What follows belongs to an exercise in optimizing a design on an open flow for small area; a production flow would make more cautious choices. In this exercise RTL edits were held to simulation tests only and were not proved equivalent to the original. Power is estimated from default activity; no workload was simulated.

--- design/flow/design.v ---
module usb(
    input rst_n,
    input clk_48,
    input rx_j,
    input rx_se0,
    output tx_en,
    output tx_j,
    output tx_se0,
    input[6:0] usb_address,
    output usb_rst,
    output reg transaction_active,
    output reg[3:0] endpoint,
    output reg direction_in,
    output reg setup,
    input data_toggle,
    input[1:0] handshake,
    output reg[7:0] data_out,
    input[7:0] data_in,
    input data_in_valid,
    output reg data_strobe,
    output reg success
    );
localparam
    hs_ack = 2'b00,
    hs_none = 2'b01,
    hs_nak = 2'b10,
    hs_stall = 2'b11;
reg[2:0] j_samples;
reg[4:0] se0_samples;
always @(posedge clk_48) begin
    j_samples <= { j_samples[1:0], rx_j };
    se0_samples <= { se0_samples[3:0], rx_se0 };
end
wire j = (j_samples[0] & j_samples[1]) | (j_samples[0] & j_samples[2]) | (j_samples[1] & j_samples[2]);
wire se0 = ({ 2'b0, se0_samples[0] } + se0_samples[1] + se0_samples[2] + se0_samples[3] + se0_samples[4]) >= 3'd3;
wire rx_packet;
reg[2:0] short_idle_counter;
wire short_idle = short_idle_counter == 3'b0;
always @(posedge clk_48) begin
    if (se0 || !j || rx_packet)
        short_idle_counter <= 3'b111;
    else if (short_idle_counter != 3'b0)
        short_idle_counter <= short_idle_counter - 1'b1;
end
reg[1:0] rcv_cntr;
reg rcv_prev;
wire nrzi_strobe = rcv_cntr == 2'b0;
always @(posedge clk_48 or negedge rst_n) begin
    if (!rst_n) begin
        rcv_cntr <= 2'b0;
        rcv_prev <= 1'b0;
    end else begin
        if (j == rcv_prev)
            rcv_cntr <= rcv_cntr - 1'b1;
        else
            rcv_cntr <= 2'b1;
        rcv_prev <= j;
    end
end
reg nrzi_prev;
always @(posedge clk_48) begin
    if (nrzi_strobe)
        nrzi_prev <= j;
end
wire d = (nrzi_prev == j);
reg[2:0] ones;
always @(posedge clk_48 or negedge rst_n) begin
    if (!rst_n)
        ones <= 3'd0;
    else if (nrzi_strobe)
        ones <= !d? 3'd0: (ones == 3'd7)? 3'd7: ones + 1'b1;
end
wire strobe = nrzi_strobe && (ones != 3'd6);
reg[2:0] sync_st;
wire sync_in = j || se0;
always @(posedge clk_48 or negedge rst_n) begin
    if (!rst_n)
        sync_st <= 3'd1;
    else if (nrzi_strobe) begin
        if (!sync_in)
            sync_st <= sync_st[0]? 3'd1: sync_st + 1'b1;
        else
            sync_st <= !sync_st[0]? 3'd0: (sync_st == 3'd7)? 3'd6: sync_st + 1'b1;
    end
end
wire sync = (sync_st == 3'd7) && !j && !se0;
localparam[18:0] reset_lfsr_start = 19'h2afdd;
reg[18:0] reset_lfsr;
wire reset_lfsr_low = &reset_lfsr[17:0];
assign usb_rst = reset_lfsr_low && reset_lfsr[18];
wire reset_lfsr_fb = !(reset_lfsr[18] ^ reset_lfsr[17] ^ reset_lfsr[16] ^ reset_lfsr[13]) || reset_lfsr_low;
always @(posedge clk_48 or negedge rst_n) begin
    if (!rst_n)
        reset_lfsr <= reset_lfsr_start;
    else if (!se0)
        reset_lfsr <= reset_lfsr_start;
    else
        reset_lfsr <= { reset_lfsr[17:0], reset_lfsr_fb };
end
localparam
    rs_idle = 2'b00,
    rs_done = 2'b10,
    rs_pid = 2'b01,
    rs_data = 2'b11;
reg[1:0] rx_state;
assign rx_packet = (rx_state == rs_data);
reg[3:0] rx_pid;
reg rx_crc_ok;
reg rx_byte_done;      
reg rx_byte_done2;     
reg rx_first_bit;      
reg[7:0] recv_queue_0;
reg[7:0] recv_queue_1;
reg recv_queue_0_valid;
reg recv_queue_1_valid;
wire rx_datastrobe = rx_byte_done && strobe;
wire[8:0] next_shift = { data_out, d };
reg[15:0] crc;
wire rx_token = (rx_pid[1:0] == 2'b01);
wire rx_crc_fb = (rx_token? crc[4]: crc[15]) ^ d;
wire[15:0] rx_crc_next = { crc[14] ^ rx_crc_fb, crc[13:2], crc[1] ^ rx_crc_fb, crc[0], rx_crc_fb };
wire rx_crc_valid = rx_token? (rx_crc_next[4:0] == 5'b01100): (rx_crc_next == 16'b1000000000001101);
always @(posedge clk_48 or negedge rst_n) begin
    if (!rst_n) begin
        rx_state <= rs_idle;
        rx_byte_done <= 1'b0;
        rx_byte_done2 <= 1'b0;
    end else if (strobe) begin
        rx_byte_done <= 1'b0;
        rx_byte_done2 <= rx_byte_done;
        case (rx_state)
            rs_idle: begin
                if (sync)
                    rx_state <= rs_pid;
            end
            rs_pid: begin
                if (se0) begin
                    rx_state <= rs_idle;
                end else if (next_shift[8]) begin
                    if (next_shift[7:4] == ~next_shift[3:0])
                        rx_state <= rs_data;
                    else
                        rx_state <= rs_done;
                end
            end
            rs_data: begin
                if (se0)
                    rx_state <= rs_idle;
                else if (!rx_byte_done && !rx_byte_done2 && next_shift[8])
                    rx_byte_done <= 1'b1;
            end
            default: begin
                if (se0)
                    rx_state <= rs_idle;
            end
        endcase
    end
end
always @(posedge clk_48) begin
    if (strobe) begin
        case (rx_state)
            rs_idle: begin
                if (sync)
                    data_out <= 8'b00000001;
            end
            rs_pid: begin
                if (!se0) begin
                    if (next_shift[8]) begin
                        rx_pid <= { next_shift[4], next_shift[5], next_shift[6], next_shift[7] };
                        rx_crc_ok <= 1'b0;
                        data_out <= 8'b00000001;
                    end else begin
                        data_out <= next_shift[7:0];
                    end
                end
            end
            rs_data: begin
                if (!se0) begin
                    if (rx_byte_done) begin
                        rx_first_bit <= d;
                    end else if (rx_byte_done2) begin
                        data_out <= { 6'b000001, rx_first_bit, d };
                    end else if (next_shift[8]) begin
                        recv_queue_0 <= {
                            next_shift[0], next_shift[1], next_shift[2], next_shift[3],
                            next_shift[4], next_shift[5], next_shift[6], next_shift[7] };
                        recv_queue_1 <= recv_queue_0;
                        data_out <= recv_queue_1;
                        rx_crc_ok <= rx_crc_valid;
                    end else begin
                        data_out <= next_shift[7:0];
                    end
                end
            end
            default: begin
            end
        endcase
    end
end
always @(posedge clk_48) begin
    if (!rx_packet) begin
        recv_queue_1_valid <= 1'b0;
        recv_queue_0_valid <= 1'b0;
    end else if (rx_datastrobe) begin
        recv_queue_1_valid <= recv_queue_0_valid;
        recv_queue_0_valid <= 1'b1;
    end
end
reg tx_transmit;
reg[7:0] tx_data;
reg tx_enable_crc16;
wire tx_send_crc16;
reg[1:0] tx_clock;
wire bit_strobe = tx_clock == 2'b00;
always @(posedge clk_48 or negedge rst_n) begin
    if (!rst_n)
        tx_clock <= 2'b00;
    else
        tx_clock <= tx_clock + 1'b1;
end
reg[2:0] bit_stuff_counter;
wire bit_stuff = bit_stuff_counter == 3'd6;
wire tx_strobe = bit_strobe && !bit_stuff;
reg[2:0] tx_state;
localparam
    ts_idle = 3'b000,
    ts_run  = 3'b001,
    ts_eop1 = 3'b010,
    ts_eop2 = 3'b011,
    ts_eop3 = 3'b100,
    ts_crc1 = 3'b110,
    ts_crc2 = 3'b111;
assign tx_en = (tx_state != ts_idle);
reg[8:0] tx_shift;
reg tx_crc_enabled;
wire dump_crc = tx_state == ts_crc1 || tx_state == ts_crc2;
wire txd = dump_crc? !crc[15]: tx_shift[0];
wire txse0 = !bit_stuff && (tx_state == ts_eop1 || tx_state == ts_eop2);
wire tx_shift_empty = (tx_shift[8:2] == 7'b0);
wire tx_data_strobe = tx_transmit && tx_shift_empty && tx_strobe;
always @(posedge clk_48 or negedge rst_n) begin
    if (!rst_n) begin
        tx_state <= ts_idle;
    end else if (tx_strobe) begin
        case (tx_state)
            ts_idle: begin
                if (tx_transmit)
                    tx_state <= ts_run;
            end
            ts_run: begin
                if (tx_shift_empty && !tx_transmit) begin
                    if (tx_send_crc16)
                        tx_state <= ts_crc1;
                    else
                        tx_state <= ts_eop1;
                end
            end
            ts_crc1: begin
                if (tx_shift_empty)
                    tx_state <= ts_crc2;
            end
            ts_crc2: begin
                if (tx_shift_empty)
                    tx_state <= ts_eop1;
            end
            ts_eop1: begin
                tx_state <= ts_eop2;
            end
            ts_eop2: begin
                tx_state <= ts_eop3;
            end
            ts_eop3: begin
                tx_state <= ts_idle;
            end
            default: begin
            end
        endcase
    end
end
always @(posedge clk_48) begin
    if (tx_strobe) begin
        if (!tx_en) begin
            tx_shift <= 9'b110000000;  
            tx_crc_enabled <= 1'b0;
        end else if (tx_shift_empty) begin
            tx_shift <= { 1'b1, tx_data };
            tx_crc_enabled <= tx_enable_crc16;
        end else begin
            tx_shift <= { 1'b0, tx_shift[8:1] };
        end
    end
end
always @(posedge clk_48 or negedge rst_n) begin
    if (!rst_n) begin
        bit_stuff_counter <= 3'b0;
    end else if (bit_strobe) begin
        if (tx_state == ts_idle || !txd || bit_stuff || txse0)
            bit_stuff_counter <= 3'b0;
        else
            bit_stuff_counter <= bit_stuff_counter + 1'b1;
    end
end
reg last_j;
wire txj = tx_state == ts_idle || tx_state == ts_eop3? 1'b1: ((bit_stuff || !txd)? !last_j: last_j);
always @(posedge clk_48) begin
    if (bit_strobe)
        last_j <= tx_en? txj: 1'b1;
end
assign tx_j = txj;
assign tx_se0 = txse0;
wire tx_crc_fb = !dump_crc && (crc[15] ^ txd);
wire[15:0] tx_crc_next = { crc[14] ^ tx_crc_fb, crc[13:2], crc[1] ^ tx_crc_fb, crc[0], tx_crc_fb };
always @(posedge clk_48 or negedge rst_n) begin
    if (!rst_n) begin
        crc <= 16'hffff;
    end else if (tx_en) begin
        if (!(dump_crc || tx_crc_enabled))
            crc <= 16'hffff;
        else if (tx_strobe)
            crc <= tx_crc_next;
    end else begin
        if (!rx_packet)
            crc <= 16'hffff;
        else if (strobe)
            crc <= rx_crc_next;
    end
end
localparam
    st_idle = 3'b000,
    st_data = 3'b001,
    st_err = 3'b010,
    st_send_handshake = 3'b011,
    st_in = 3'b100,
    st_prep_recv_ack = 3'b101,
    st_recv_ack = 3'b110,
    st_send_ack = 3'b111;
reg[2:0] state;
assign tx_send_crc16 = state == st_prep_recv_ack;
localparam
    pt_special   = 2'b00,
    pt_token     = 2'b01,
    pt_handshake = 2'b10,
    pt_data      = 2'b11;
localparam
    tok_out   = 2'b00,
    tok_sof   = 2'b01,
    tok_in    = 2'b10,
    tok_setup = 2'b11;
reg[6:0] token_timeout;
wire token_active = token_timeout != 7'b0;
wire token_fb = token_timeout[6]? (!token_timeout[5] && token_timeout[4:0] != 5'b0): token_timeout[5];
wire[6:0] token_next = { token_timeout[5:0], token_fb };
reg[1:0] handshake_latch;
always @(posedge clk_48 or negedge rst_n) begin
    if (!rst_n) begin
        success <= 1'b0;
        state <= st_idle;
        data_strobe <= 1'b0;
        endpoint <= 4'b0;
        direction_in <= 1'b0;
        setup <= 1'b0;
        transaction_active <= 1'b0;
        token_timeout <= 7'b0;
        tx_transmit <= 1'b0;
        tx_enable_crc16 <= 1'b0;
        handshake_latch <= 2'b00;
    end else begin
        token_timeout <= token_next;
        if (!transaction_active) begin
            endpoint <= 4'b0;
            direction_in <= 1'b0;
            setup <= 1'b0;
            handshake_latch <= 2'b00;
        end
        success <= 1'b0;
        data_strobe <= 1'b0;
        tx_transmit <= 1'b0;
        case (state)
            st_idle: begin
                if (!token_active)
                    transaction_active <= 1'b0;
                if (rx_packet) begin
                    if (rx_pid[1:0] == pt_token) begin
                        state <= st_data;
                    end else begin
                        if (rx_pid[1:0] == pt_data && !rx_pid[2] && token_active) begin
                            handshake_latch <= handshake;
                            state <= rx_pid[3] == data_toggle? st_data: st_send_ack;
                        end else begin
                            state <= st_err;
                        end
                    end
                end
            end
            st_data: begin
                if (!rx_packet) begin
                    state <= st_idle;
                    case (rx_pid[1:0])
                        pt_token: begin
                            if (recv_queue_1_valid && rx_crc_ok && recv_queue_1[6:0] == usb_address && rx_pid[3:2] != tok_sof) begin
                                token_timeout <= 7'b0000001;
                                transaction_active <= 1'b1;
                                endpoint <= { recv_queue_0[2:0], recv_queue_1[7] };
                                case (rx_pid[3:2])
                                    tok_in: begin
                                        direction_in <= 1'b1;
                                        setup <= 1'b0;
                                        state <= st_in;
                                    end
                                    tok_out: begin
                                        direction_in <= 1'b0;
                                        setup <= 1'b0;
                                    end
                                    tok_setup: begin
                                        direction_in <= 1'b0;
                                        setup <= 1'b1;
                                    end
                                    default: begin
                                    end
                                endcase
                            end else begin
                                transaction_active <= 1'b0;
                                endpoint <= 4'b0;
                                direction_in <= 1'b0;
                                setup <= 1'b0;
                            end
                        end
                        pt_data: begin
                            if (recv_queue_1_valid && rx_crc_ok) begin
                                if (handshake_latch == hs_ack || handshake_latch == hs_none)
                                    success <= 1'b1;
                                state <= st_send_handshake;
                            end
                        end
                        default: begin
                            endpoint <= 4'b0;
                            direction_in <= 1'b0;
                            setup <= 1'b0;
                        end
                    endcase
                end else if (rx_datastrobe) begin
                    case (rx_pid[1:0])
                        pt_token: begin
                            if (recv_queue_1_valid)
                                state <= st_err;
                        end
                        pt_data: begin
                            if (recv_queue_1_valid && (handshake_latch == hs_ack || handshake_latch == hs_none))
                                data_strobe <= 1'b1;
                        end
                        default: begin
                            state <= st_err;
                        end
                    endcase
                end
            end
            st_in: begin
                tx_transmit <= tx_transmit;
                if (!tx_transmit && short_idle) begin
                    if (handshake != hs_ack && handshake != hs_none) begin
                        handshake_latch <= handshake;
                        state <= st_send_handshake;
                    end else begin
                        tx_data <= { !data_toggle, 3'b100, data_toggle, 3'b011 };
                        tx_transmit <= 1'b1;
                    end
                end
                if (tx_transmit && tx_data_strobe) begin
                    if (!data_in_valid) begin
                        if (handshake == hs_ack) begin
                            state <= st_prep_recv_ack;
                        end else begin
                            state <= st_err;
                            success <= 1'b1;
                            transaction_active <= 1'b0;
                        end
                        tx_enable_crc16 <= 1'b0;
                        tx_transmit <= 1'b0;
                    end else begin
                        tx_data <= data_in;
                        data_strobe <= 1'b1;
                        tx_enable_crc16 <= 1'b1;
                    end
                end
            end
            st_prep_recv_ack: begin
                token_timeout <= 7'b0000001;
                if (!tx_en && !rx_packet)
                    state <= st_recv_ack;
            end
            st_recv_ack: begin
                if (rx_packet) begin
                    state <= st_err;
                    if (rx_pid == 4'b0010) begin
                        success <= 1'b1;
                        transaction_active <= 1'b0;
                    end
                end
                if (!token_active && !rx_packet)
                    state <= st_idle;
            end
            st_send_ack: begin
                tx_transmit <= tx_transmit;
                if (!tx_transmit && short_idle) begin
                    tx_data <= 8'b11010010;  
                    tx_transmit <= 1'b1;
                end
                if (tx_transmit && tx_data_strobe) begin
                    tx_transmit <= 1'b0;
                    state <= st_err;
                end
            end
            st_send_handshake: begin
                tx_transmit <= tx_transmit;
                if (!tx_transmit && short_idle) begin
                    case (handshake_latch)
                        hs_none: begin
                            state <= st_idle;
                        end
                        hs_ack: begin
                            tx_data <= 8'b11010010;
                            tx_transmit <= 1'b1;
                        end
                        hs_nak: begin
                            tx_data <= 8'b01011010;
                            tx_transmit <= 1'b1;
                        end
                        hs_stall: begin
                            tx_data <= 8'b00011110;
                            tx_transmit <= 1'b1;
                        end
                    endcase
                end
                if (tx_transmit && tx_data_strobe) begin
                    tx_transmit <= 1'b0;
                    state <= st_err;
                end
            end
            default: begin
                transaction_active <= 1'b0;
                if (!tx_en && !rx_packet)
                    state <= st_idle;
            end
        endcase
    end
end
endmodule
--- design/flow/run.sh ---
#!/bin/bash
# synth_recipe.tcl (not shown) runs the flow's synth.tcl, then flattens the netlist and writes it again
# the make line also repeats each setting of config.mk as NAME=value (left out here)
make -C /OpenROAD-flow-scripts/flow DESIGN_CONFIG=/design/flow/config.mk WORK_HOME=/design/flow/orfs CLKGATE_MAP_FILE= SYNTH_SCRIPT=/design/flow/synth_recipe.tcl finish
--- design/flow/config.mk ---
export PLATFORM = sky130hd
export DESIGN_NAME = usb
export DESIGN_NICKNAME = usb
export VERILOG_FILES = /design/flow/design.v
export SDC_FILE = /design/flow/constraint.sdc
export NUM_CORES = 4
export LEC_CHECK = 0
export CAP_MARGIN = 20
export CORE_MARGIN = 2
export CORE_UTILIZATION = 40
export PLACE_DENSITY = 0.6
export SLEW_MARGIN = 20
--- design/flow/constraint.sdc ---
create_clock -name core_clock -period 20.8 [get_ports {clk_48}]
set_input_delay 4.1600 -clock core_clock [delete_from_list [all_inputs] [get_ports {clk_48}]]
set_output_delay 4.1600 -clock core_clock [all_outputs]
set_load 0.01 [all_outputs]
==> out/results.txt, run 1 <==
The net load switching power was 193 uW. The antenna diode instance count came out at 0. CTS saw 142 sinks. Launching element type of the critical path: a flop. The top cell type's share of synthesized area was 22.0%.

Combinational cells account for 11.6% of the total power. Across the VDD grid, the largest voltage drop is 0.0000578 V. Data arrives at the worst endpoint at 2.41 ns. The largest single stage delay on the critical path is 0.54 ns. For the maximum clock skew at final layout, the log shows 0.00669 ns. Sorting the synthesized cells by area gives the leading types as edfxtp_1, dfrtp_1, dfstp_2. From bottom edge to top edge, the die measures 135 um.

The synthesized area per cell is 10.3 um^2. Count of buffer and inverter cells on the critical path: 1. Setup repair after global routing left no endpoint under its margin. Compared with the post-synthesis result, the final layout area differs by 18.1%.

Across the run, the number of max-cap violations was 0. The final number of setup-violating endpoints is 0. Dividing the detail-routed wire length by the instance count gives 15.9 um.

At the pin with the least slew margin, the transition time is 1.08 ns. The floorplan step defined a core boundary enclosing 0.0166 mm^2. The kind of cell with the highest combined delay along the critical path is simple AND/OR/NAND/NOR gates. The worst register-to-register path has a setup slack of 17.37 ns. The number of placed I/O pins is 44, and the number of buffers added on ports is 43. The H-tree generated during clock tree synthesis spans 4 levels. Classification of the worst setup path: reg2out.

Once detail routing completed, the nets flagged for antenna violations numbered 0. The cell type with the largest total area after synthesis was edfxtp_1. The most used flip-flop cell after synthesis was edfxtp_1. For the internal portion of total power, the log shows 517 uW. The sequential element share of the synthesized area is 55.3%. In this run, the clock network consumes 41.4% of the power.

The capture point of the worst reg-to-reg path was data_out[2]$_DFFE_PP_. Global-route layer with the greatest usage: met2. In this run switching power makes up 27.2% of total power. The tools report the highest clock frequency the design can meet as 152 MHz. The clock-pin slew on the worst setup and hold paths was 0.06 ns; the proportion of register bits with asynchronous set or reset after synthesis was 55.6%.

The met2 global-route usage is 28.0%. For the wire length reported by the detailed router, the log shows 14900 um. For this run, global-route usage on met1 was measured as 23.1%.

The largest driver fanout on the critical path came out at 3. The count of cells along the worst register-to-register path came out at 7. The startpoint identified for the worst hold timing path is se0_samples[1]$_DFF_P_. Class of the worst hold path: reg2reg. Sequential cells account for 46.9% of the total power.

The final estimated routing congestion in global placement is 0.865. The largest net degree at the start of global routing is 61, and the number of buffers created by CTS is 17. The final cycle utilization of the critical path was 31.6%; the first-iteration detailed-routing DRC count was 285. The run gives 0.00303 uW as the leakage power of the design. CTS placed an instance of clkbuf_16 at the clock tree root. The synthesized netlist net count came out at 708. The run finished with no timing, DRC or antenna violations.

The ratio of routed vias to standard cells is 5.32. In this run the core area contains 47 standard-cell rows. The run gives 3.87% as the global routing usage on met3. The first global-routing pass estimated 24800 um of wire. Dividing total power by cell area gives a power density of 88.1 mW/mm^2.

STA puts the critical path data required time at 16.64 ns. Adding up every negative setup slack in the final design gives 0 ns. The die is 135 um wide. In the routed design, unresolved DRC markers number 0. After filler insertion, the fill cell instance count of the layout stands at 1511. Clock latency on the worst-skew pair, taken at its later pin, is 0.42 ns. TritonCTS built the clock tree.

The floorplan step defined a die boundary enclosing 0.0181 mm^2. The tools report the tightest hold margin as 0.350 ns. For the global-route total usage across every layer, the log shows 17.4%.

The flop and latch count out of synthesis was 142. In the final design database the tool counted 747 nets. Number of global-route vias before repair: 4986.

The hold-critical path endpoint is se0_samples[2]$_DFF_P_. Across all layers, the routed design uses 4978 vias. For the number of warnings reported in the yosys synthesis log, the log shows 1.

The slowest stage of the critical path belongs to the cell dfstp_2. Once the floorplan was initialized, standard cells occupied 41.0% of the core. The netlist uses 72 different library cells. After clock tree synthesis, the setup repair step added 0 buffers.

The pre-antenna-repair detailed-routing pass consisted of 4 iterations. Detailed placement finished with a half-perimeter wire length of 10500 um. The launch instance of the worst register-to-register path was se0_samples[0]$_DFF_P_. Counting flops with a built-in enable in the synthesized netlist gives 50. The clock passes through at most 2 buffers. The worst pin sits at a relative slew slack of 28.2%.

The critical path goes through and4_1 > nand3_1 > or4_1 > nor2_1 > clkdlybuf4s50_1. The tools report the kind of capture point of the worst setup path as a primary output. The most frequent cell after synthesis is nand2_1. The layout cell share with drive strength beyond 1 is 12.0%, and the number of buffers inserted for hold repair after clock tree synthesis is 0. Counting instances, the worst hold path has a depth of 0. The total overflow left after global routing is 0.

Count of final max-slew check failures: 0. The number of hold violations in the final report is 0, and the number of cells upsized or downsized after cts is 0. Counting instances in the post-synthesis netlist gives the leading cell types as nand2_1, nor2_1, edfxtp_1, dfrtp_1. The initial antenna violation count came out at 0. The tools report the cell count after synthesis as 664. Summing every instance area after synthesis gives 0.00682 mm^2. The time the worst path needs with I/O delays and setup came out at 6.57 ns.
==> power groups by stage <==
stage / combinational [uW] / clock [uW] / sequential (uW)
2_1_floorplan: 62.3 / 0 / 328
3_3_place_gp: 79.3 / 0 / 337
3_5_place_dp: 83.3 / 0 / 338
4_1_cts: 83.8 / 301 / 334
5_1_grt: 95.6 / 313 / 337
6_report: 82.5 / 294 / 333
==> logic make-up (layout without fill, tap and decap cells) <==
kind of cell | count (synthesis) | after routing | synth area share (%)
compound gates | 149 | 149 | 14.1
xor+xnor | 21 | 21 | 2.70
fa+ha+maj | 22 | 22 | 4.22
buf+inv | 69 | 121 | 3.83
flops | 142 | 142 | 55.3
mux | 9 | 9 | 1.36
simple gates | 252 | 252 | 18.5
==> placed cells by master (no fill, tap or decap), types with 11 or more instances in the layout <==
cell | synthesis | final
o21ai_0 | 38 | 38
nor3_1 | 12 | 12
edfxtp_1 | 50 | 50
inv_1 | 40 | 40
xnor2_1 | 17 | 17
clkbuf_16 | 0 | 17
nand2_1 | 76 | 76
nand2b_1 | 19 | 19
clkdlybuf4s50_1 | 0 | 42
and2_1 | 18 | 18
ha_1 | 19 | 19
dfxtp_1 | 13 | 13
dfstp_2 | 30 | 30
nand3_1 | 21 | 21
nor2b_1 | 11 | 11
dfrtp_1 | 49 | 49
nor2_1 | 55 | 55
a21oi_1 | 40 | 40
==> sequential cells by signal, summed over array words and instances (netlist names), 4 cells and up <==
| signal | flops |
|---|---|
| endpoint | 4 |
| reset_lfsr | 19 |
| tx_data | 8 |
| rx_pid | 4 |
| token_timeout | 7 |
| data_out | 8 |
| recv_queue_1 | 8 |
| crc | 16 |
| tx_shift | 9 |
| se0_samples | 5 |
| recv_queue_0 | 8 |
==> worst max-delay path by stage <==
stage,from,slack (ns),end,depth (start not counted)
floorplan,reset_lfsr[13]$_DFF_PN1_,15.17,usb_rst,4
global placement,usb_address[5],14.48,token_timeout[2]$_DFF_PN0_,6
detailed placement,usb_address[5],14.35,token_timeout[4]$_DFF_PN0_,6
CTS,reset_lfsr[13]$_DFF_PN1_,14.21,usb_rst,5
global route,reset_lfsr[13]$_DFF_PN1_,14.15,usb_rst,5
finish,reset_lfsr[13]$_DFF_PN1_,14.23,usb_rst,5
==> per-stage QoR <==
| stage | std cells | area, um^2 | total power [uW] | util (%) | setup slack (ns) |
|---|---|---|---|---|---|
| after floorplan | 664 | 6820 | 391 | - | 15.17 |
| after global placement | 904 | 7480 | 417 | 45.0 | 14.48 |
| after detailed placement | 904 | 7480 | 422 | 45.0 | 14.35 |
| after CTS | 936 | 8060 | 719 | 48.4 | 14.21 |
| after global routing | 936 | 8060 | 746 | 48.4 | 14.15 |
| final | 936 | 8060 | 710 | 48.4 | 14.23 |
==> final cells by class <==
cell class / count / area [um^2] / share of cell area, %
tap: 220 / 275 / 3.41
clock buffer: 17 / 425 / 5.28
multi-input combinational: 453 / 2810 / 34.9
inverter: 40 / 150 / 1.86
clock inverter: 15 / 150 / 1.86
sequential: 142 / 3780 / 46.8
timing repair buffer: 49 / 473 / 5.87
==> metal layers <==
layer / part of all wire, % / routed length, um / vias to the layer above
li1: - / - / 2434
met4: 2.0 / 299 / 0
met5: 0 / 0 / -
met2: 46 / 6880 / 97
met3: 4.1 / 606 / 19
met1: 48 / 7140 / 2428
==> run 2: changes to the inputs <==
--- a/design/flow/config.mk
+++ b/design/flow/config.mk
@@ -5,6 +5,7 @@
 export SDC_FILE = /design/flow/constraint.sdc
 export NUM_CORES = 4
 export LEC_CHECK = 0
+export ABC_AREA = 1
 export CAP_MARGIN = 20
 export CORE_MARGIN = 2
 export CORE_UTILIZATION = 40
==> run 2 against run 1 <==
  * Still clean
  * Critical path depth grew 2
  * Die area grew 7.4%
  * Sequential share of layout area shrank 2.8 points
  * Synthesized cell count grew 31%
  * Total power shrank 3.0%
  * Fmax grew 3.3%
  * Clock skew grew 0.0016 ns
  * Critical endpoint is now tx_j
==> out/results.txt, run 2 <==
The clock-pin slew on the worst setup and hold paths is 0.06 ns (about the same), and the placed instance area is 0.00798 mm^2 (+6.7%). The worst-skew pair later-pin latency came out at 0.43 ns (about the same). The flip-flop count of the largest register, all copies and words added is 19 (unchanged). The layout cell share with drive strength beyond 1 was 11.2% (-0.79 points); the net switching fraction of the power was 25.2% (-1.9 points).

The tools report the kind of capture point of the worst setup path as a primary output. The run gives 515 uW (-0.49%) as the internal portion of total power. The synthesized area per cell was 8.43 um^2 (-18%); the largest net degree at the start of global routing was 43 (-30%). The final number of setup-violating endpoints is 0 (unchanged), and the cell area after layout is 0.00857 mm^2 (+6.3%). The proportion of register bits with asynchronous set or reset after synthesis works out to 55.6% (unchanged). The tools report the count of final max-slew check failures as 0 (unchanged). For the number of iterations in the first detailed-routing pass, the log shows 5 (+1).

The total power draw was 689 uW (-3.0%); the die extent in x was 140 um (+3.6%). The cell type with the largest total area after synthesis is edfxtp_1. The tools report the total global routing overflow as 0 (unchanged). The time the worst path needs with I/O delays and setup is 6.36 ns (-0.210 ns). The peak supply drop is 0.0000636 V (+10%). For the number of buffers inserted for hold repair after clock tree synthesis, the log shows 0 (unchanged).

Die boundary height: 140 um (+3.6%). The remaining antenna violation count came out at 0 (unchanged). In the final layout, the registers with the most flip-flops are reset_lfsr (19), crc (16), tx_shift (9). The tightest min-delay check is of the reg2reg type. The die footprint is 0.0195 mm^2 (+7.4%). The tools report the final core utilization as 47.7% (-0.72 points).

The number of remaining DRC errors was 0 (unchanged). For the post-DP HPWL, the log shows 11400 um (+8.5%). By area the synthesized netlist is led by edfxtp_1, dfrtp_1, nand2_1. The total via count in the routed design came out at 5648 (+13%).

The run gives 0.00378 mm^2 (unchanged) as the area taken by flip-flops and latches. The run gives 5491 (+10%) as the number of global-route vias before repair. Effective utilization at floorplan: 40.9% (-0.10 points). The sequential cell fraction of total power was 46.8% (about the same); the sequential element share of the synthesized area was 51.4% (-3.9 points). The number of hold violations in the final report was 0 (unchanged). The sink count of the clock tree was 142 (unchanged); the first-iteration detailed-routing DRC count was 501 (+76%). The clock root buffer master is clkbuf_16.

The initial antenna violation count came out at 0 (unchanged). The run gives 174 uW (-9.9%) as the net load switching power. The number of buffers added on ports was 43 (unchanged); the post-synthesis cell type count was 56 (-22%).

The top cell type's share of synthesized area was 20.4% (-1.6 points). For the relative slew slack, the log shows 60.3% (+32 points). For the number of filler cells placed in the layout, the log shows 1724 (+14%).

The number of nets at the end of the flow is 967 (+29%). The logs give 9.9% (-1.7 points) for the fraction of power consumed by combinational cells and 0.00408 uW (+35%) for the leakage power of the design. The number of warnings reported in the yosys synthesis log is 1 (unchanged). Largest buffer count on any clock path: 2 (unchanged).

The power per standard cell area came out at 80.4 mW/mm^2 (-8.8%). The run gives 14.62 ns (+0.267 ns) as the worst setup timing slack at the placement stage. The cell count after synthesis came out at 872 (+31%).

The maximum level of the CTS H-tree is 4 (unchanged). The highest clock frequency the design can meet was 157 MHz (+3.3%). For the maximum clock skew at final layout, the log shows 0.00829 ns (+0.00160 ns). The most used flip-flop cell after synthesis is edfxtp_1.

The synthesized netlist net count was 916 (+29%); the combined area of the multi-input logic cells was 0.00289 mm^2 (+2.8%). The tools report the final estimated routing congestion in global placement as 0.880 (+1.7%). The flop and latch count out of synthesis was 142 (unchanged); the wire length reported by the detailed router was 15700 um (+5.0%). The smallest setup slack after layout was 14.44 ns (+0.210 ns); the ratio of routed vias to standard cells was 4.85 (-8.8%). The tools report the launching element type of the critical path as a flop. The run finished with no timing, DRC or antenna violations. Commonest non-fill, non-tap cell in the layout: nand2_1. Required time at the endpoint of the critical path: 16.64 ns (about the same). The post-CTS setup repair buffer count is 0 (unchanged). reset_lfsr holds more flip-flops than any other register.

The floorplan core area came out at 0.0180 mm^2 (+7.9%). The arrival time at the worst endpoint is 2.20 ns (-0.21 ns), and the area added between synthesis and finish is 16.7%. Largest driver fanout on the critical path: 8 (+5).

Clock group share of total power: 43.3% (+1.9 points). The number of placed I/O pins was 44 (unchanged). The final cycle utilization of the critical path was 30.6% (-1.0 points); the global-route wire length before repair was 26300 um (+5.9%). Number of cells upsized or downsized after cts: 0 (unchanged). The synthesized area is 0.00735 mm^2 (+7.7%), and the average routed wire per standard cell is 13.4 um (-16%). In the post-synthesis netlist, the cell with the most instances is nand2_1.

The global-route total usage across every layer is 16.9% (-0.55 points), and the post-route setup TNS is 0 ns (unchanged). The number of buffers created by CTS is 17 (unchanged), and the number of enable flip-flop cells after synthesis is 50 (unchanged). The slew at the pin closest to its max-slew limit was 0.580 ns (-0.495 ns).

The library cells used most frequently in the layout, excluding fill and tap cells, are nand2_1, inv_1, nor2_1, o21ai_0, edfxtp_1. The run gives 49 (+4.3%) as the number of core rows. For the antenna diode instance count, the log shows 0 (unchanged). Setup repair after global routing left no endpoint under its margin.

Classification of the worst setup path: reg2out. TritonCTS built the clock tree. The commonest cells after synthesis are nand2_1, inv_1, nor2_1, o21ai_0, edfxtp_1. The max-cap check violation count was 0 (unchanged).
[run 2: cell count changes after synthesis, sizes merged, moves of 13 or more]
cell,change
inv,+114
nand3,+25
nand2b,-19
o21ai,+42
nand2,+150
clkbuf,-23
a21oi,-18
nor2,+36
and2,-19
xnor2,-13
[run 2: through the flow]
stage	cells	hold slack, ns
3_5_place_dp	1132	0.336
6_report	1165	0.350
5_1_grt	1165	0.356
3_3_place_gp	1132	0.334
2_1_floorplan	872	0.331
4_1_cts	1164	0.350
[run 2: power by group through the flow]
stage | Combinational, uW | Clock, uW | Sequential (uW)
2_1_floorplan | 46.7 | 0 | 325
3_3_place_gp | 68.3 | 0 | 327
3_5_place_dp | 69.5 | 0 | 327
4_1_cts | 69.9 | 305 | 323
5_1_grt | 80.1 | 317 | 324
6_report | 68.4 | 298 | 322
[run 2: cell type report]
cell class | count | share of cell area, %
flip-flops and latches | 142 | 44.1
clock inverters | 13 | 1.26
clock buffers | 19 | 5.55
inverters | 155 | 6.85
well taps | 229 | 3.34
repair buffers | 46 | 5.23
multi-input cells | 561 | 33.7
[run 2: final timing paths]
| kind | from | endpoint | slack [ns] | cells past startpoint |
|---|---|---|---|---|
| max | tx_state[1]$_DFFE_PN0P_ | tx_j | 14.44 | 7 |
| min | se0_samples[1]$_DFF_P_ | se0_samples[2]$_DFF_P_ | 0.35 | 0 |
| max reg2reg | se0_samples[0]$_DFF_P_ | rx_pid[1]$_DFFE_PP_ | 17.38 | 12 |
| min reg2reg | se0_samples[1]$_DFF_P_ | se0_samples[2]$_DFF_P_ | 0.35 | 0 |
| max in group asynchronous | rst_n | reset_lfsr[7]$_DFF_PN1_ | 16.14 | 2 |
| min in group asynchronous | rst_n | endpoint[2]$_DFF_PN0_ | 3.71 | 1 |
[run 2: logic make-up after synthesis]
| logic type | count (synthesis) | share of synthesized area (%) |
|---|---|---|
| adder cells (fa/ha/maj) | 21 | 3.78 |
| XOR/XNOR | 9 | 1.07 |
| AO/OA/AOI/OAI | 133 | 10.6 |
| AND/OR/NAND/NOR | 398 | 23.8 |
| buffers and inverters | 169 | 9.33 |
| flip-flops | 142 | 51.4 |
[run 2: worst max-delay path, cell delays in order (launching register included)]
cell and delay (ns):
dfrtp_1 0.58, nand2_2 0.14, o21ai_0 0.18, nand2_1 0.07, inv_1 0.09, a21oi_1 0.08
o21ai_0 0.08, clkdlybuf4s50_1 0.55
[run 2: routing by layer]
layer | vias up | global-route usage [%] | wire length, um
li1 | 2900 | - | -
met1 | 2611 | 22.4 | 7530
met2 | 112 | 26.4 | 7130
met3 | 25 | 4.40 | 670
met4 | 0 | 6.80 | 329
met5 | - | 0 | 0
==> run 3: changes to the inputs <==
--- a/design/flow/design.v
+++ b/design/flow/design.v
@@ -181,10 +181,6 @@
                     end else if (rx_byte_done2) begin
                         data_out <= { 6'b000001, rx_first_bit, d };
                     end else if (next_shift[8]) begin
-                        recv_queue_0 <= {
-                            next_shift[0], next_shift[1], next_shift[2], next_shift[3],
-                            next_shift[4], next_shift[5], next_shift[6], next_shift[7] };
-                        recv_queue_1 <= recv_queue_0;
                         data_out <= recv_queue_1;
                         rx_crc_ok <= rx_crc_valid;
                     end else begin
@@ -207,7 +203,6 @@
     end
 end
 reg tx_transmit;
-reg[7:0] tx_data;
 reg tx_enable_crc16;
 wire tx_send_crc16;
 reg[1:0] tx_clock;
@@ -231,13 +226,14 @@
     ts_crc1 = 3'b110,
     ts_crc2 = 3'b111;
 assign tx_en = (tx_state != ts_idle);
-reg[8:0] tx_shift;
+reg tx_mark;
+wire[8:0] tx_shift = { tx_mark, recv_queue_1 };
 reg tx_crc_enabled;
 wire dump_crc = tx_state == ts_crc1 || tx_state == ts_crc2;
-wire txd = dump_crc? !crc[15]: tx_shift[0];
+wire txd = dump_crc? !crc[15]: recv_queue_1[0];
 wire txse0 = !bit_stuff && (tx_state == ts_eop1 || tx_state == ts_eop2);
 wire tx_shift_empty = (tx_shift[8:2] == 7'b0);
-wire tx_data_strobe = tx_transmit && tx_shift_empty && tx_strobe;
+wire tx_data_strobe = tx_transmit && tx_shift_empty && tx_strobe && tx_en;
 always @(posedge clk_48 or negedge rst_n) begin
     if (!rst_n) begin
         tx_state <= ts_idle;
@@ -280,16 +276,39 @@
 always @(posedge clk_48) begin
     if (tx_strobe) begin
         if (!tx_en) begin
-            tx_shift <= 9'b110000000;  
+            tx_mark <= 1'b1;
             tx_crc_enabled <= 1'b0;
         end else if (tx_shift_empty) begin
-            tx_shift <= { 1'b1, tx_data };
+            tx_mark <= 1'b1;
             tx_crc_enabled <= tx_enable_crc16;
         end else begin
-            tx_shift <= { 1'b0, tx_shift[8:1] };
+            tx_mark <= 1'b0;
         end
     end
 end
+wire rx_complete = strobe && rx_state == rs_data && !se0 && !rx_byte_done && !rx_byte_done2 && next_shift[8];
+reg tx_data_load;
+reg[7:0] tx_data_value;
+always @(posedge clk_48) begin
+    if (tx_data_load)
+        recv_queue_0 <= tx_data_value;
+    else if (rx_complete && !tx_en)
+        recv_queue_0 <= {
+            next_shift[0], next_shift[1], next_shift[2], next_shift[3],
+            next_shift[4], next_shift[5], next_shift[6], next_shift[7] };
+end
+always @(posedge clk_48) begin
+    if (tx_strobe && (tx_en || tx_transmit)) begin
+        if (!tx_en)
+            recv_queue_1 <= 8'b10000000;  
+        else if (tx_shift_empty)
+            recv_queue_1 <= recv_queue_0;
+        else
+            recv_queue_1 <= { tx_mark, recv_queue_1[7:1] };
+    end else if (rx_complete && !tx_en) begin
+        recv_queue_1 <= recv_queue_0;
+    end
+end
 always @(posedge clk_48 or negedge rst_n) begin
     if (!rst_n) begin
         bit_stuff_counter <= 3'b0;
@@ -351,6 +370,38 @@
 wire token_fb = token_timeout[6]? (!token_timeout[5] && token_timeout[4:0] != 5'b0): token_timeout[5];
 wire[6:0] token_next = { token_timeout[5:0], token_fb };
 reg[1:0] handshake_latch;
+always @(*) begin
+    tx_data_load = 1'b0;
+    tx_data_value = data_in;
+    case (state)
+        st_in: begin
+            if (!tx_transmit && short_idle && (handshake == hs_ack || handshake == hs_none)) begin
+                tx_data_load = 1'b1;
+                tx_data_value = { !data_toggle, 3'b100, data_toggle, 3'b011 };
+            end else if (tx_transmit && tx_data_strobe && data_in_valid) begin
+                tx_data_load = 1'b1;
+            end
+        end
+        st_send_ack: begin
+            if (!tx_transmit && short_idle) begin
+                tx_data_load = 1'b1;
+                tx_data_value = 8'b11010010;  
+            end
+        end
+        st_send_handshake: begin
+            if (!tx_transmit && short_idle && handshake_latch != hs_none) begin
+                tx_data_load = 1'b1;
+                case (handshake_latch)
+                    hs_nak: tx_data_value = 8'b01011010;
+                    hs_stall: tx_data_value = 8'b00011110;
+                    default: tx_data_value = 8'b11010010;
+                endcase
+            end
+        end
+        default: begin
+        end
+    endcase
+end
 always @(posedge clk_48 or negedge rst_n) begin
     if (!rst_n) begin
         success <= 1'b0;
@@ -461,7 +512,6 @@
                         handshake_latch <= handshake;
                         state <= st_send_handshake;
                     end else begin
-                        tx_data <= { !data_toggle, 3'b100, data_toggle, 3'b011 };
                         tx_transmit <= 1'b1;
                     end
                 end
@@ -477,7 +527,6 @@
                         tx_enable_crc16 <= 1'b0;
                         tx_transmit <= 1'b0;
                     end else begin
-                        tx_data <= data_in;
                         data_strobe <= 1'b1;
                         tx_enable_crc16 <= 1'b1;
                     end
@@ -502,7 +551,6 @@
             st_send_ack: begin
                 tx_transmit <= tx_transmit;
                 if (!tx_transmit && short_idle) begin
-                    tx_data <= 8'b11010010;  
                     tx_transmit <= 1'b1;
                 end
                 if (tx_transmit && tx_data_strobe) begin
@@ -518,15 +566,12 @@
                             state <= st_idle;
                         end
                         hs_ack: begin
-                            tx_data <= 8'b11010010;
                             tx_transmit <= 1'b1;
                         end
                         hs_nak: begin
-                            tx_data <= 8'b01011010;
                             tx_transmit <= 1'b1;
                         end
                         hs_stall: begin
-                            tx_data <= 8'b00011110;
                             tx_transmit <= 1'b1;
                         end
                     endcase
--- a/design/flow/config.mk
+++ b/design/flow/config.mk
@@ -5,9 +5,11 @@
 export SDC_FILE = /design/flow/constraint.sdc
 export NUM_CORES = 4
 export LEC_CHECK = 0
-export ABC_AREA = 1
 export CAP_MARGIN = 20
 export CORE_MARGIN = 2
 export CORE_UTILIZATION = 40
+export CTS_BUF_LIST = sky130_fd_sc_hd__clkbuf_8
+export CTS_CLUSTER_DIAMETER = 100
+export CTS_CLUSTER_SIZE = 30
 export PLACE_DENSITY = 0.6
 export SLEW_MARGIN = 20
==> run 3 against run 2 <==
  * Register-to-register slack got worse by 0.02 ns
  * Synthesized cell count fell by 25%
  * Global-route usage is 3.2 points higher
  * Area after synthesis is 11% lower
  * Critical endpoint is now usb_rst
  * Sequential share of layout area fell by 0.66 points
==> out/results.txt, run 3 <==
The flow ran to the end and the layout has no timing, DRC or antenna violations. The tools report the post-CTS setup repair buffer count as 0 (unchanged). Commonest non-fill, non-tap cell in the layout: nor2_1.

The post-synthesis cell type count was 85 (+52%); the number of global-route vias before repair was 4909 (-11%). The number of nets at the end of the flow was 730 (-25%). The detailed-routed wire length on met3 is 1090 um (+63%). The number of warnings reported in the yosys synthesis log came out at 1 (unchanged). The run gives 17 (unchanged) as the number of buffers created by CTS. Leakage power of the design: 0.00298 uW (-27%). The most common cell in the synthesized netlist is nor2_1. The cell area after layout is 0.00759 mm^2 (-11%). The time the worst path needs with I/O delays and setup is 6.59 ns (+0.226 ns), and the final estimated routing congestion in global placement is 0.916 (+4.1%).

The die boundary height works out to 132 um (-5.3%). Setup repair after global routing left no endpoint under its margin. Highest clock frequency the design can meet: 152 MHz (-3.4%). In the final layout, the registers with the most flip-flops are reset_lfsr (19), crc (16).

The synthesized area per cell works out to 10.1 um^2 (+20%). The number of core rows came out at 46 (-6.1%). The tools report the global-route wire length before repair as 27400 um (+4.2%).

Largest net degree at the start of global routing: 80 (+86%). The power per standard cell area was 94.5 mW/mm^2 (+18%). The floorplan core area is 0.0159 mm^2 (-11%), and the global-route total usage across every layer is 20.1% (+3.2 points). dfrtp_1 takes more of the synthesized area than any other cell. The die footprint came out at 0.0175 mm^2 (-10%). TritonCTS built the clock tree. The critical path goes through and4_1 > nand3_1 > or4_1 > nor2_1 > clkdlybuf4s50_1. By count the netlist is led by nor2_1, dfrtp_1, nand2_1, a21oi_1, edfxtp_1. The clock-pin slew on the worst setup and hold paths is 0.07 ns (about the same), and the tightest hold margin is 0.352 ns (+0.00211 ns). Highest-delay cell along the critical path: dfstp_2. Final number of setup-violating endpoints: 0 (unchanged). The max-cap check violation count is 0 (unchanged). The peak supply drop was 0.0000626 V (-1.6%); the flip-flop count of the largest register, all copies and words added was 19 (unchanged).

Final cycle utilization of the critical path: 31.7% (+1.1 points). The worst setup path is captured at a primary output. The average routed wire per standard cell works out to 18.8 um (+40%). The proportion of register bits with asynchronous set or reset after synthesis is 62.7% (+7.1 points). The worst-skew pair later-pin latency is 0.44 ns (about the same), and the smallest setup slack after layout is 14.21 ns (-0.226 ns). The slew at the pin closest to its max-slew limit came out at 0.955 ns (+0.375 ns). The kind of cell with the highest combined delay along the critical path is simple AND/OR/NAND/NOR gates.

The ratio of routed vias to standard cells is 5.68 (+17%). For this run, the leading register cell type out of synthesis is dfrtp_1. The effective utilization at floorplan is 41.2% (+0.28 points). The placed instance area came out at 0.00716 mm^2 (-10%). The layout cell share with drive strength beyond 1 was 13.1% (+1.9 points); the relative slew slack was 36.3% (-24 points).

The run gives 0.0101 ns (+0.00178 ns) as the maximum clock skew at final layout. The flop and latch count out of synthesis works out to 126 (-11%). The worst setup timing slack at the placement stage came out at 14.52 ns (-0.0975 ns).

The number of buffers inserted for hold repair after clock tree synthesis is 0 (unchanged), and the synthesized area is 0.00657 mm^2 (-11%). The maximum level of the CTS H-tree is 4 (unchanged), and the routed length on met2 is 8230 um (+15%). The number of buffers added on ports was 43 (unchanged); the initial antenna violation count was 0 (unchanged). The number of placed I/O pins was 44 (unchanged); the die extent in x was 132 um (-5.3%). The run gives 16.64 ns (about the same) as the required time at the endpoint of the critical path.

The synthesized netlist net count was 691 (-25%). Sequential element share of the synthesized area: 50.2% (-1.2 points). The post-route setup TNS was 0 ns (unchanged); the cell depth of the worst setup path was 5 (-2). The launching element type of the critical path is a flop.

The tools report the number of cells upsized or downsized after cts as 0 (unchanged). The cell count after synthesis was 652 (-25%). The tools report the number of remaining DRC errors as 0 (unchanged). The top cell type's share of synthesized area works out to 18.7% (-1.8 points). The routed length on met1 was 7620 um (+1.1%); the largest buffer count on any clock path was 2 (unchanged).

reset_lfsr holds more flip-flops than any other register. The count of cells along the worst register-to-register path is 9 (-3), and the largest driver fanout on the critical path is 2 (-6). Count of buffer and inverter cells on the critical path: 1 (-1). For the remaining antenna violation count, the log shows 0 (unchanged). Signal routing reaches up to met4. The tree is rooted in a clkbuf_8. The run gives 17300 um (+10%) as the wire length reported by the detailed router. For the total global routing overflow, the log shows 0 (unchanged).

The library cells used most frequently in the layout, excluding fill and tap cells, are nor2_1, dfrtp_1, nand2_1, a21oi_1, clkdlybuf4s50_1. The tools report the number of iterations in the first detailed-routing pass as 9 (+4). Ranked by total cell area, the synthesized netlist is headed by dfrtp_1, edfxtp_1, dfstp_2. The arrival time at the worst endpoint is 2.43 ns (+0.23 ns). The count of non-filler cells in the finished layout came out at 920 (-21%). First-iteration detailed-routing DRC count: 460 (-8.2%). The highest cell delay on the worst timing path was 0.54 ns (-0.04 ns).

The tools report the count of final max-slew check failures as 0 (unchanged). The total via count in the routed design is 5228 (-7.4%), and the number of hold violations in the final report is 0 (unchanged). The tools report the post-DP HPWL as 12300 um (+8.3%). The worst hold path belongs to the class reg2reg.

The number of cells traversed by the worst hold path works out to 0 (unchanged). Antenna diode instance count: 0 (unchanged). The number of enable flip-flop cells after synthesis came out at 34 (-32%). Classification of the worst setup path: reg2out. The area added between synthesis and finish is 15.7%, and the sink count of the clock tree is 126 (-11%). The number of cells after detailed placement was 888 (-22%).
==> run 3: cell types whose count changed in the layout (fill, tap and decap cells not counted), sizes merged, moves of 9 or more <==
cell,previous run,this run
mux2i,0,15
a21oi,22,43
nor2b,0,17
o21ai,81,27
mux2,0,9
nand2,226,47
nand2b,0,21
edfxtp,50,34
nand3,46,23
a22o,1,10
and2,0,10
inv,157,32
nor2,91,71
==> run 3: layout make-up <==
type | instances | area [um^2]
sequential | 126 | 3300
tap | 216 | 270
timing repair buffer | 48 | 469
fill | 1522 | 8350
inverter | 32 | 120
multi-input combinational | 466 | 3000
clock inverter | 15 | 201
clock buffer | 17 | 234
==> run 3: final timing paths <==
kind                       slack [ns]                         end               startpoint
max                             14.21                     usb_rst  reset_lfsr[8]$_DFF_PN1_
min                              0.35        j_samples[2]$_DFF_P_     j_samples[1]$_DFF_P_
max reg2reg                     17.36       data_out[5]$_DFFE_PP_   se0_samples[0]$_DFF_P_
min reg2reg                      0.35        j_samples[2]$_DFF_P_     j_samples[1]$_DFF_P_
max in group asynchronous       16.53       tx_clock[0]$_DFF_PN0_                    rst_n
min in group asynchronous        3.75  token_timeout[2]$_DFF_PN0_                    rst_n
==> run 3: layer usage <==
| metal | vias up | global-route usage, % |
|---|---|---|
| met2 | 187 | 32.5 |
| met1 | 2587 | 27.0 |
| met3 | 30 | 4.15 |
| met4 | 0 | 6.64 |
| li1 | 2424 | - |
| met5 | - | 0 |
==> run 3: power by group <==
group          switching (uW)  internal, uW  leakage, uW
Sequential               28.6           286      0.00135
Clock                    97.8           140     0.000223
Combinational            96.4          68.4      0.00140
Total                     223           495      0.00298
==> run 3: per-stage QoR <==
step / util, % / power, uW
after CTS: 47.6 / 721
after detailed placement: 44.9 / 480
after global placement: 44.9 / 476
final: 47.6 / 717
after global routing: 47.6 / 754
after floorplan: - / 429
==> run 3: cells by family (layout without fill, tap and decap cells) <==
logic type	count (synthesis)	in the layout	synth area share, %
DFF	126	126	50.2
adders and majority gates	17	17	3.45
muxes	24	24	3.89
AOI/OAI and AO/OA	140	140	14.2
and+or+nand+nor	261	261	20.9
buffers and inverters	60	112	4.04
xor gates and xnor gates	24	24	3.32
==> run 4: changes to the inputs <==
--- a/design/flow/config.mk
+++ b/design/flow/config.mk
@@ -8,8 +8,5 @@
 export CAP_MARGIN = 20
 export CORE_MARGIN = 2
 export CORE_UTILIZATION = 40
-export CTS_BUF_LIST = sky130_fd_sc_hd__clkbuf_8
-export CTS_CLUSTER_DIAMETER = 100
-export CTS_CLUSTER_SIZE = 30
 export PLACE_DENSITY = 0.6
 export SLEW_MARGIN = 20
==> run 4 against run 3 <==
  * Clock power up 34%
  * Highest routed layer unchanged
  * Worst hold slack about the same
  * Cell area up 2.5%
  * Still clean
  * Total power up 11%
  * Sequential power about the same
  * Sequential cell count unchanged
  * Critical endpoint unchanged
  * Register-to-register slack about the same
==> out/results.txt, run 4 <==
The number of nets at the end of the flow was 730 (unchanged). The number of cells after detailed placement was 888 (unchanged). The global-route wire length before repair was 27600 um (+0.88%).

Leaving out fill and tap cells, the most frequent cells in the layout are nor2_1, dfrtp_1, nand2_1, a21oi_1, clkdlybuf4s50_1. The met1 usage in global routing is 27.3% (+0.26 points), and the proportion of register bits with asynchronous set or reset after synthesis is 62.7% (unchanged). The global-route total usage across every layer is 20.3% (+0.20 points).

The cell type with the largest total area after synthesis was dfrtp_1. The slew at the pin closest to its max-slew limit was 0.956 ns (+0.000781 ns). Setup repair after global routing left no endpoint under its margin. The synthesized netlist net count is 691 (unchanged), and the remaining antenna violation count is 0 (unchanged). STA classifies the critical path startpoint as a flop. Final estimated routing congestion in global placement: 0.916 (unchanged). The post-synthesis cell type count was 85 (unchanged). The synthesized area is 0.00657 mm^2 (unchanged), and the count of final max-slew check failures is 0 (unchanged). The tools report the number of warnings reported in the yosys synthesis log as 1 (unchanged). The run gives 0 (unchanged) as the number of buffers inserted for hold repair after clock tree synthesis. The commonest non-fill, non-tap cell in the layout is nor2_1. The first-iteration detailed-routing DRC count is 551 (+20%), and the cell area after layout is 0.00779 mm^2 (+2.5%).

For the post-DP HPWL, the log shows 12300 um (unchanged). The sequential element share of the synthesized area was 50.2% (unchanged). The total via count in the routed design was 5187 (-0.78%).

By count the netlist is led by nor2_1, dfrtp_1, nand2_1, a21oi_1, edfxtp_1. The tools report the number of buffers created by CTS as 17 (unchanged). The largest buffer count on any clock path came out at 2 (unchanged). Largest driver fanout on the critical path: 2 (unchanged). For the highest clock frequency the design can meet, the log shows 153 MHz (+0.59%). For the worst setup timing slack at the placement stage, the log shows 14.52 ns (unchanged). The number of iterations in the first detailed-routing pass came out at 5 (-4).

The peak supply drop was 0.0000619 V (-1.1%). The most frequent cell after synthesis was nor2_1. The met2 global-route usage is 32.6% (+0.14 points). The run gives 4.46% (+0.31 points) as the global routing usage on met3.

In this run the worst hold path is classified as reg2reg. The number of remaining DRC errors was 0 (unchanged); the post-CTS setup repair buffer count was 0 (unchanged). The number of enable flip-flop cells after synthesis is 34 (unchanged).

Yosys attributes the largest share of cell area to dfrtp_1, edfxtp_1, dfstp_2. The flop and latch count out of synthesis is 126 (unchanged). The antenna diode instance count came out at 0 (unchanged). The ratio of routed vias to standard cells is 5.64 (-0.78%), and the required time at the endpoint of the critical path is 16.64 ns (about the same). The arrival time at the worst endpoint is 2.39 ns (-0.04 ns), and the post-route setup TNS is 0 ns (unchanged). For the wire length reported by the detailed router, the log shows 17400 um (+0.39%).

The number of hold violations in the final report came out at 0 (unchanged). For the largest net degree at the start of global routing, the log shows 80 (unchanged). The power per standard cell area was 103 mW/mm^2 (+8.5%); the count of non-filler cells in the finished layout was 920 (unchanged). The worst setup path is captured at a primary output. met2 is the most crowded layer. The sink count of the clock tree is 126 (unchanged), and the die extent in x is 132 um (unchanged). CTS placed an instance of clkbuf_16 at the clock tree root.

For the smallest setup slack after layout, the log shows 14.25 ns (+0.0384 ns). Initial antenna violation count: 0 (unchanged). The logs give 41.2% (unchanged) for the effective utilization at floorplan and 0.0175 mm^2 (unchanged) for the die footprint. The synthesized area per cell came out at 10.1 um^2 (unchanged). Final number of setup-violating endpoints: 0 (unchanged). Counting flops per register, the top entry is reset_lfsr. The average routed wire per standard cell was 18.9 um (+0.39%). The layout cell share with drive strength beyond 1 works out to 13.1% (unchanged).

The total global routing overflow came out at 0 (unchanged). The time the worst path needs with I/O delays and setup was 6.55 ns (-0.0384 ns). The number of filler cells placed in the layout is 1500 (-1.4%). The area added between synthesis and finish was 18.6%; the floorplan core area was 0.0159 mm^2 (unchanged). The die boundary height was 132 um (unchanged). The logs give 0.42 ns (-0.02 ns) for the worst-skew pair later-pin latency and 4 (unchanged) for the maximum level of the CTS H-tree. The largest registers in the layout are reset_lfsr (19), crc (16). Clock-pin slew on the worst setup and hold paths: 0.05 ns (-0.02 ns). The run finished with no timing, DRC or antenna violations. Final cycle utilization of the critical path: 31.5% (-0.18 points). The tools report the number of global-route vias before repair as 4930 (+0.43%). The logs give 0.00306 uW (+2.8%) for the leakage power of the design and 36.3% (-0.052 points) for the relative slew slack. TritonCTS built the clock tree. The logs give 44 (unchanged) for the number of placed I/O pins and 0.00579 ns (-0.00428 ns) for the maximum clock skew at final layout.

The flip-flop count of the largest register, all copies and words added was 19 (unchanged). The tools report the number of core rows as 46 (unchanged). The most used flip-flop cell after synthesis was dfrtp_1. The number of buffers added on ports was 43 (unchanged). The number of cells upsized or downsized after cts was 0 (unchanged).

The run gives 0.00716 mm^2 (unchanged) as the placed instance area. Classification of the worst setup path: reg2out. For the max-cap check violation count, the log shows 0 (unchanged).

The top cell type's share of synthesized area was 18.7% (unchanged); the cell count after synthesis was 652 (unchanged).
[run 4: cell counts after synthesis]
No cell type changed its count.
[run 4: logic make-up after synthesis]
family | Yosys count | synth area share (%)
simple gates | 261 | 20.9
compound gates | 140 | 14.2
mux | 24 | 3.89
fa+ha+maj | 17 | 3.45
xor+xnor | 24 | 3.32
flops | 126 | 50.2
buf+inv | 60 | 4.04
[run 4: critical path, cell delays in order (launching register included)]
cell and delay [ns]:
dfstp_2 0.53, and4_1 0.19, nand3_1 0.07, or4_1 0.53, nor2_1 0.11, clkdlybuf4s50_1 0.54
[run 4: layer usage]
layer | vias up | routed length (um)
met2 | 178 | 8260
met3 | 26 | 973
met5 | - | 0
met4 | 0 | 345
li1 | 2426 | -
met1 | 2557 | 7770
[run 4: final cells by class]
type | instances | area (um^2) | share of cell area (%)
Multi-Input combinational cell | 466 | 3000 | 38.6
Tap cell | 216 | 270 | 3.47
Clock buffer | 18 | 429 | 5.51
Inverter | 32 | 120 | 1.54
Timing Repair Buffer | 48 | 469 | 6.03
Sequential cell | 126 | 3300 | 42.3
Clock inverter | 14 | 198 | 2.54
[run 4: stage by stage]
stage / hold WS, ns / util, % / power [uW]
2_1_floorplan: 0.331 / - / 429
3_3_place_gp: 0.335 / 44.9 / 476
3_5_place_dp: 0.345 / 44.9 / 480
4_1_cts: 0.354 / 48.8 / 802
5_1_grt: 0.356 / 48.8 / 835
6_report: 0.352 / 48.8 / 798
[run 4: final timing paths]
kind / endpoint / cells after the start / slack [ns] / start
worst max register to register: data_out[5]$_DFFE_PP_ / 9 / 17.35 / se0_samples[0]$_DFF_P_
worst max-delay path: usb_rst / 5 / 14.25 / reset_lfsr[8]$_DFF_PN1_
max in group asynchronous: bit_stuff_counter[1]$_DFFE_PN0N_ / 1 / 16.49 / rst_n
worst min-delay path: se0_samples[4]$_DFF_P_ / 0 / 0.35 / se0_samples[3]$_DFF_P_
min in group asynchronous: token_timeout[2]$_DFF_PN0_ / 1 / 3.77 / rst_n
worst min register to register: se0_samples[4]$_DFF_P_ / 0 / 0.35 / se0_samples[3]$_DFF_P_
[run 4: power breakdown]
group | internal, uW | leakage (uW) | switching (uW)
sequential | 287 | 0.00135 | 28.6
combinational | 68.4 | 0.00140 | 95.6
clock | 210 | 0.000306 | 109

[port drivers added, routing unchanged]
Ports are ideal in the flow. The routed layouts listed here were re-timed in OpenROAD.
Step 1 assumes that a clkbuf_16 drives the clock port and a buf_2 every other input.
Step 2 moves the port delays by t, midway between the first and last clock arrival at a register: inputs arrive t later, outputs are due t later. That takes back most of the time a late clock gives input paths.
Three values: no drivers, after step 1, after step 2; two values: the first two.
run | t (ns) | setup WS [ns] | worst slew at a driven data input, ns | cell pins on the clock port's net
run 1 | 0.459 | 14.230 / 14.188 / 14.356 | 0.03 | 1
run 2 | 0.465 | 14.440 / 14.397 / 14.862 | 0.03 | 1
run 3 | 0.476 | 14.214 / 14.178 / 14.495 | 0.04 | 1
run 4 | 0.451 | 14.253 / 14.213 / 14.501 | 0.04 | 1
After both steps setup and hold are still met in every run listed.
